This is an optimization exercise on Yosys and OpenROAD, whose aim is small area, a short achievable clock period and few clock cycles, not a production implementation.
RTL that was checked went through simulation tests only; none was proved equivalent to the original.
Power and IR drop assume default switching activity.

==> module crypto_accelerator_top, before the edit <==
module crypto_accelerator_top #(
    parameter BLOCK_WIDTH = 32,
    parameter COUNTER_WIDTH = 16
) (
    input  logic                        clk,
    input  logic                        rst_n,
    input  logic [BLOCK_WIDTH-1:0]      data_in,
    input  logic                        data_in_valid,
    output logic                        data_in_ready,
    output logic [BLOCK_WIDTH-1:0]      data_out,
    output logic                        data_out_valid,
    input  logic                        data_out_ready,
    output logic [COUNTER_WIDTH-1:0]    blocks_processed,
    output logic [COUNTER_WIDTH-1:0]    cycles_elapsed
);
    logic [BLOCK_WIDTH-1:0] encrypted;
    logic [BLOCK_WIDTH-1:0] skid_data;
    logic                   skid_valid;    
    logic                   in_ready;      
    logic                   out_empty;     
    logic                   out_load;
    encrypt_engine #(.BLOCK_WIDTH(BLOCK_WIDTH)) u_encrypt_engine (
        .data_in  (data_in),
        .data_out (encrypted)
    );
    assign data_in_ready = in_ready;
    assign out_load = out_empty || data_out_ready;
    always_ff @(posedge clk) begin
        if (!rst_n) begin
            data_out_valid <= 1'b0;
            out_empty      <= 1'b1;
            skid_valid     <= 1'b0;
            in_ready       <= 1'b1;
        end else if (out_load) begin
            data_out_valid <= skid_valid || data_in_valid;
            out_empty      <= !(skid_valid || data_in_valid);
            skid_valid     <= 1'b0;
            in_ready       <= 1'b1;
        end else if (!skid_valid) begin
            skid_valid     <= data_in_valid;
            in_ready       <= !data_in_valid;
        end
    end
    always_ff @(posedge clk) begin
        if (out_load)
            data_out <= skid_valid ? skid_data : encrypted;
    end
    always_ff @(posedge clk) begin
        if (!skid_valid)
            skid_data <= encrypted;
    end
    performance_counter #(.COUNTER_WIDTH(COUNTER_WIDTH)) u_performance_counter (
        .clk              (clk),
        .rst_n            (rst_n),
        .block_completed  (!out_empty && data_out_ready),
        .blocks_processed (blocks_processed),
        .cycles_elapsed   (cycles_elapsed)
    );
endmodule
Settings: LEC_CHECK=0, CAP_MARGIN=20, CORE_MARGIN=2, CORE_UTILIZATION=35, SLEW_MARGIN=20; clock period 6.0 ns.
standard.sh (not shown) runs the stock make flow with config.mk's settings and CLKGATE_MAP_FILE= SYNTH_SCRIPT=/design/flow/synth_recipe.tcl, a recipe that flattens the netlist after the stock synthesis.
==> flow/flow/run.sh <==
#!/bin/bash
# Own layout flow: the standard ORFS flow, with every input and output port
# buffered by a plain sky130_fd_sc_hd__buf_1 (which timing repair then sizes as
# needed) instead of the delay buffer buffer_ports picks by default.
# The make output goes to flow_make.log in the work folder; each ORFS step also
# keeps its own log under orfs/logs/.
set -euo pipefail
export BUFFER_PORTS_ARGS="-buffer_cell sky130_fd_sc_hd__buf_1"
bash standard.sh > flow_make.log 2>&1
Change:
--- a/flow/design.v
+++ b/flow/design.v
@@ -65,7 +65,7 @@
     );
     assign data_in_ready = in_ready;
     assign out_load = out_empty || data_out_ready;
-    always_ff @(posedge clk) begin
+    always_ff @(posedge clk or negedge rst_n) begin
         if (!rst_n) begin
             data_out_valid <= 1'b0;
             out_empty      <= 1'b1;
Cell area shrinks slightly.
Power grows by a few percent.
Critical path depth does not change.
Wire length shrinks by a few percent.
Area after synthesis shrinks slightly.
Hold slack gets worse by 0.0033 ns.
Worst setup slack gets worse by 0.038 ns.
Non-clock buffer count shrinks by 1.
Clock skew is about the same.
Via count shrinks by a few percent.
Sequential cell count stays the same.
Sequential power grows by a few percent.
Testbench counts after the change, summed over its fixed seeds: cycles 11,071.
The RTL of the first run of this note was laid out without a check of its function.

crypto_accelerator_top, a different RTL version from the one above (not shown whole).
Size in the first run: roughly 100 I/O pins, roughly 0.0034 mm² of cells after synthesis.
==> module crypto_accelerator_top, before the edit <==
module crypto_accelerator_top #(
    parameter BLOCK_WIDTH = 32,
    parameter COUNTER_WIDTH = 16
) (
    input  logic                        clk,
    input  logic                        rst_n,
    input  logic [BLOCK_WIDTH-1:0]      data_in,
    input  logic                        data_in_valid,
    output logic                        data_in_ready,
    output logic [BLOCK_WIDTH-1:0]      data_out,
    output logic                        data_out_valid,
    input  logic                        data_out_ready,
    output logic [COUNTER_WIDTH-1:0]    blocks_processed,
    output logic [COUNTER_WIDTH-1:0]    cycles_elapsed
);
    logic [BLOCK_WIDTH-1:0] encrypted;
    logic [BLOCK_WIDTH-1:0] skid_data;
    logic                   skid_valid;
    logic                   out_load;
    encrypt_engine #(.BLOCK_WIDTH(BLOCK_WIDTH)) u_encrypt_engine (
        .data_in  (data_in),
        .data_out (encrypted)
    );
    assign data_in_ready = !skid_valid;
    assign out_load = !data_out_valid || data_out_ready;
    always_ff @(posedge clk or negedge rst_n) begin
        if (!rst_n) begin
            data_out_valid <= 1'b0;
            skid_valid     <= 1'b0;
        end else if (out_load) begin
            data_out_valid <= skid_valid || data_in_valid;
            skid_valid     <= 1'b0;
        end else if (!skid_valid) begin
            skid_valid     <= data_in_valid;
        end
    end
    always_ff @(posedge clk) begin
        if (out_load)
            data_out <= skid_valid ? skid_data : encrypted;
    end
    always_ff @(posedge clk) begin
        if (!skid_valid)
            skid_data <= encrypted;
    end
    performance_counter #(.COUNTER_WIDTH(COUNTER_WIDTH)) u_performance_counter (
        .clk              (clk),
        .rst_n            (rst_n),
        .block_completed  (data_out_valid & data_out_ready),
        .blocks_processed (blocks_processed),
        .cycles_elapsed   (cycles_elapsed)
    );
endmodule
export LEC_CHECK = 0
export CAP_MARGIN = 20
export CORE_MARGIN = 2
export CORE_UTILIZATION = 35
export SETUP_SLACK_MARGIN = 4
export SLEW_MARGIN = 20
create_clock -name core_clock -period 6.0 [get_ports {clk}]
Scripts as last shown in full above: flow/flow/run.sh
The starting point produced a clean layout.
Testbench counts at the start, summed over its fixed seeds: cycles 11,071.
Edit:
--- a/flow/design.v
+++ b/flow/design.v
@@ -53,27 +53,34 @@
     output logic [COUNTER_WIDTH-1:0]    blocks_processed,
     output logic [COUNTER_WIDTH-1:0]    cycles_elapsed
 );
     logic [BLOCK_WIDTH-1:0] encrypted;
     logic [BLOCK_WIDTH-1:0] skid_data;
-    logic                   skid_valid;
+    logic                   skid_valid;    
+    logic                   in_ready;      
+    logic                   out_empty;     
     logic                   out_load;
     encrypt_engine #(.BLOCK_WIDTH(BLOCK_WIDTH)) u_encrypt_engine (
         .data_in  (data_in),
         .data_out (encrypted)
     );
-    assign data_in_ready = !skid_valid;
-    assign out_load = !data_out_valid || data_out_ready;
+    assign data_in_ready = in_ready;
+    assign out_load = out_empty || data_out_ready;
     always_ff @(posedge clk or negedge rst_n) begin
         if (!rst_n) begin
             data_out_valid <= 1'b0;
+            out_empty      <= 1'b1;
             skid_valid     <= 1'b0;
+            in_ready       <= 1'b1;
         end else if (out_load) begin
             data_out_valid <= skid_valid || data_in_valid;
+            out_empty      <= !(skid_valid || data_in_valid);
             skid_valid     <= 1'b0;
+            in_ready       <= 1'b1;
         end else if (!skid_valid) begin
             skid_valid     <= data_in_valid;
+            in_ready       <= !data_in_valid;
         end
     end
     always_ff @(posedge clk) begin
         if (out_load)
             data_out <= skid_valid ? skid_data : encrypted;
@@ -83,10 +90,10 @@
             skid_data <= encrypted;
     end
     performance_counter #(.COUNTER_WIDTH(COUNTER_WIDTH)) u_performance_counter (
         .clk              (clk),
         .rst_n            (rst_n),
-        .block_completed  (data_out_valid & data_out_ready),
+        .block_completed  (!out_empty && data_out_ready),
         .blocks_processed (blocks_processed),
         .cycles_elapsed   (cycles_elapsed)
     );
 endmodule
Count of clock-buffer cells in the layout climbs by 2.
Final cell count rises by 0.76%.
Core utilization is lower by 1.5 points.
Synthesized area increases by 1.4%.
Synthesized cell count drops by 1.3%.
Wire length drops by 2.5%.
Die area climbs by 1.4%.
Via count came out lower by 2.3%.
Global-route usage drops by 0.80 points.
Worst hold slack is better by 0.0058 ns.
First-iteration DRC count goes up by 85%.
Testbench counts after the change, summed over its fixed seeds: cycles 11,071.

v6:
The RTL this note starts from:
==> flow/design.v <==
module performance_counter #(
    parameter COUNTER_WIDTH = 16
) (
    input  logic                        clk,
    input  logic                        rst_n,
    input  logic                        block_completed,
    output logic [COUNTER_WIDTH-1:0]    blocks_processed,
    output logic [COUNTER_WIDTH-1:0]    cycles_elapsed
);
    always_ff @(posedge clk) begin
        if (!rst_n)
            blocks_processed <= '0;
        else if (block_completed)
            blocks_processed <= blocks_processed + 1'b1;
    end
    always_ff @(posedge clk) begin
        if (!rst_n)
            cycles_elapsed <= '0;
        else
            cycles_elapsed <= cycles_elapsed + 1'b1;
    end
endmodule
module encrypt_engine #(
    parameter BLOCK_WIDTH = 32
) (
    input  logic [BLOCK_WIDTH-1:0]  data_in,
    output logic [BLOCK_WIDTH-1:0]  data_out
);
    localparam logic [8*32-1:0] KEYS = {
        32'h55555555, 32'hAAAAAAAA, 32'h76543210, 32'hFEDCBA98,
        32'h9ABCDEF0, 32'h12345678, 32'hCAFEBABE, 32'hDEADBEEF
    };
    always_comb begin
        data_out = data_in;
        for (int r = 0; r < 8; r++) begin
            data_out = data_out ^ KEYS[r*32 +: 32];
            data_out = {data_out[BLOCK_WIDTH-2:0], data_out[BLOCK_WIDTH-1]};
        end
    end
endmodule
module crypto_accelerator_top #(
    parameter BLOCK_WIDTH = 32,
    parameter COUNTER_WIDTH = 16
) (
    input  logic                        clk,
    input  logic                        rst_n,
    input  logic [BLOCK_WIDTH-1:0]      data_in,
    input  logic                        data_in_valid,
    output logic                        data_in_ready,
    output logic [BLOCK_WIDTH-1:0]      data_out,
    output logic                        data_out_valid,
    input  logic                        data_out_ready,
    output logic [COUNTER_WIDTH-1:0]    blocks_processed,
    output logic [COUNTER_WIDTH-1:0]    cycles_elapsed
);
    logic [BLOCK_WIDTH-1:0] encrypted;
    logic [BLOCK_WIDTH-1:0] skid_data;
    logic                   skid_valid;    
    logic                   in_ready;      
    logic                   out_empty;     
    logic                   out_load;
    encrypt_engine #(.BLOCK_WIDTH(BLOCK_WIDTH)) u_encrypt_engine (
        .data_in  (data_in),
        .data_out (encrypted)
    );
    assign data_in_ready = in_ready;
    assign out_load = out_empty || data_out_ready;
    always_ff @(posedge clk) begin
        if (!rst_n) begin
            data_out_valid <= 1'b0;
            out_empty      <= 1'b1;
            skid_valid     <= 1'b0;
            in_ready       <= 1'b1;
        end else if (out_load) begin
            data_out_valid <= skid_valid || data_in_valid;
            out_empty      <= !(skid_valid || data_in_valid);
            skid_valid     <= 1'b0;
            in_ready       <= 1'b1;
        end else if (!skid_valid) begin
            skid_valid     <= data_in_valid;
            in_ready       <= !data_in_valid;
        end
    end
    always_ff @(posedge clk) begin
        if (out_load)
            data_out <= skid_valid ? skid_data : encrypted;
    end
    always_ff @(posedge clk) begin
        if (!skid_valid)
            skid_data <= encrypted;
    end
    performance_counter #(.COUNTER_WIDTH(COUNTER_WIDTH)) u_performance_counter (
        .clk              (clk),
        .rst_n            (rst_n),
        .block_completed  (!out_empty && data_out_ready),
        .blocks_processed (blocks_processed),
        .cycles_elapsed   (cycles_elapsed)
    );
endmodule
Settings: LEC_CHECK=0, CAP_MARGIN=20, CORE_MARGIN=2, CORE_UTILIZATION=35, SETUP_SLACK_MARGIN=4, SLEW_MARGIN=20; clock period 6.0 ns.
==> flow/flow/run.sh <==
#!/bin/bash
# Own layout flow: the standard ORFS flow (standard.sh) with
#  - every input and output port buffered by a plain sky130_fd_sc_hd__buf_1
#    (timing repair sizes it as needed) instead of the delay buffer
#    buffer_ports picks by default;
set -euo pipefail
export BUFFER_PORTS_ARGS="-buffer_cell sky130_fd_sc_hd__buf_1"
export SETUP_MOVE_SEQUENCE="sizeup,swap"
export SKIP_GATE_CLONING=1
bash standard.sh > flow_make.log 2>&1
v6 finished all stages; the layout is clean.
### v6 -> v7
-- flow/design.v --
<<< v6, line 8
    output logic [COUNTER_WIDTH-1:0]    cycles_elapsed
);
    always_ff @(posedge clk) begin
        if (!rst_n)
            blocks_processed <= '0;
>>> v7, line 8
    output logic [COUNTER_WIDTH-1:0]    cycles_elapsed
);
    always_ff @(posedge clk or negedge rst_n) begin
        if (!rst_n)
            blocks_processed <= '0;
<<< v6, line 14
            blocks_processed <= blocks_processed + 1'b1;
    end
    always_ff @(posedge clk) begin
        if (!rst_n)
            cycles_elapsed <= '0;
>>> v7, line 14
            blocks_processed <= blocks_processed + 1'b1;
    end
    always_ff @(posedge clk or negedge rst_n) begin
        if (!rst_n)
            cycles_elapsed <= '0;
<<< v6, line 66
    assign data_in_ready = in_ready;
    assign out_load = out_empty || data_out_ready;
    always_ff @(posedge clk) begin
        if (!rst_n) begin
            data_out_valid <= 1'b0;
>>> v7, line 66
    assign data_in_ready = in_ready;
    assign out_load = out_empty || data_out_ready;
    always_ff @(posedge clk or negedge rst_n) begin
        if (!rst_n) begin
            data_out_valid <= 1'b0;
### Flow results
v7 | status: complete | timing, DRC, antenna: pass
Changes observed in v7 relative to v6: cell depth of the worst setup path went down by 3; cell depth of the worst min-delay path rose by 1; synthesized-area fraction occupied by ao, oa, aoi and oai cells fell by 3.5 points; highest fanout seen on the critical path has decreased; count of cell types in the netlist now smaller.
Note that the number of combinational gates with multiple inputs recorded for v7 amounts to 0.75 times the value seen in v6.
For the wire length of the first global-routing pass, v7 came in 2.0 mm lower than v6 did.
Across both runs, met3 usage in global routing was lower for v7 than for v6.
Synthesized cell count went down by more than 10% going from v6 to v7.
| largest net degree at the start of global routing | v7 vs v6 | 1 lower |
Of the two values seen for startpoint of the worst setup timing path, in_ready$_DFFE_PN1P_ was produced by v7 and rst_n by v6.
v7 ends up with a final instance count without filler cells that is 9.1% lower than in v6.
Looking at total of clock buffers placed in the layout, v7 sits 2 higher than v6 does.
Comparing v6 and v7, the lower clock network fraction of design power was measured on v7.
Testbench counts of v7, summed over its fixed seeds: cycles 11,071.
For v6, only the layout was checked, not whether the RTL still works.

separate check: timing with driven ports:
The results above use ideal ports. As a check the final layouts listed here were re-extracted and re-timed, cells and wires unchanged. Step 1 sets driving cells, clkbuf_16 on the clock port and buf_2 on the other inputs (assumed; they add their load-dependent delay and slew). Step 2 times the ports against the registers' clock, not the clock port: input delays grow and output delays shrink by t, the midpoint of the rising clock arrivals with the driver on. Three values: ideal, step 1, step 2; two values: the first two.
run | shift t [ns] | slack for setup (ns) | latest minus earliest clock arrival (ns) | worst register clock-pin slew, ns
the first run of note 1 | 0.383 | 3.790 / 3.760 / 3.423 | 0.011 / 0.011 | 0.10 / 0.10
the second run of note 1 | 0.381 | 3.752 / 3.718 / 3.479 | 0.011 / 0.011 | 0.10 / 0.10
the first run of note 2 | 0.373 | 3.874 / 3.844 / 3.590 | 0.009 / 0.010 | 0.10 / 0.10
the second run of note 2 | 0.373 | 3.815 / 3.781 / 3.678 | 0.014 / 0.014 | 0.10 / 0.10
v6 | 0.378 | 3.778 / 3.747 / 3.369 | 0.010 / 0.010 | 0.10 / 0.10
v7 | 0.375 | 3.808 / 3.775 / 3.731 | 0.014 / 0.014 | 0.10 / 0.10
After both steps setup and hold are still met in every run listed. The setup slack of v6, which loses most, moves by -0.031 ns with the drivers and by -0.409 ns with both steps.
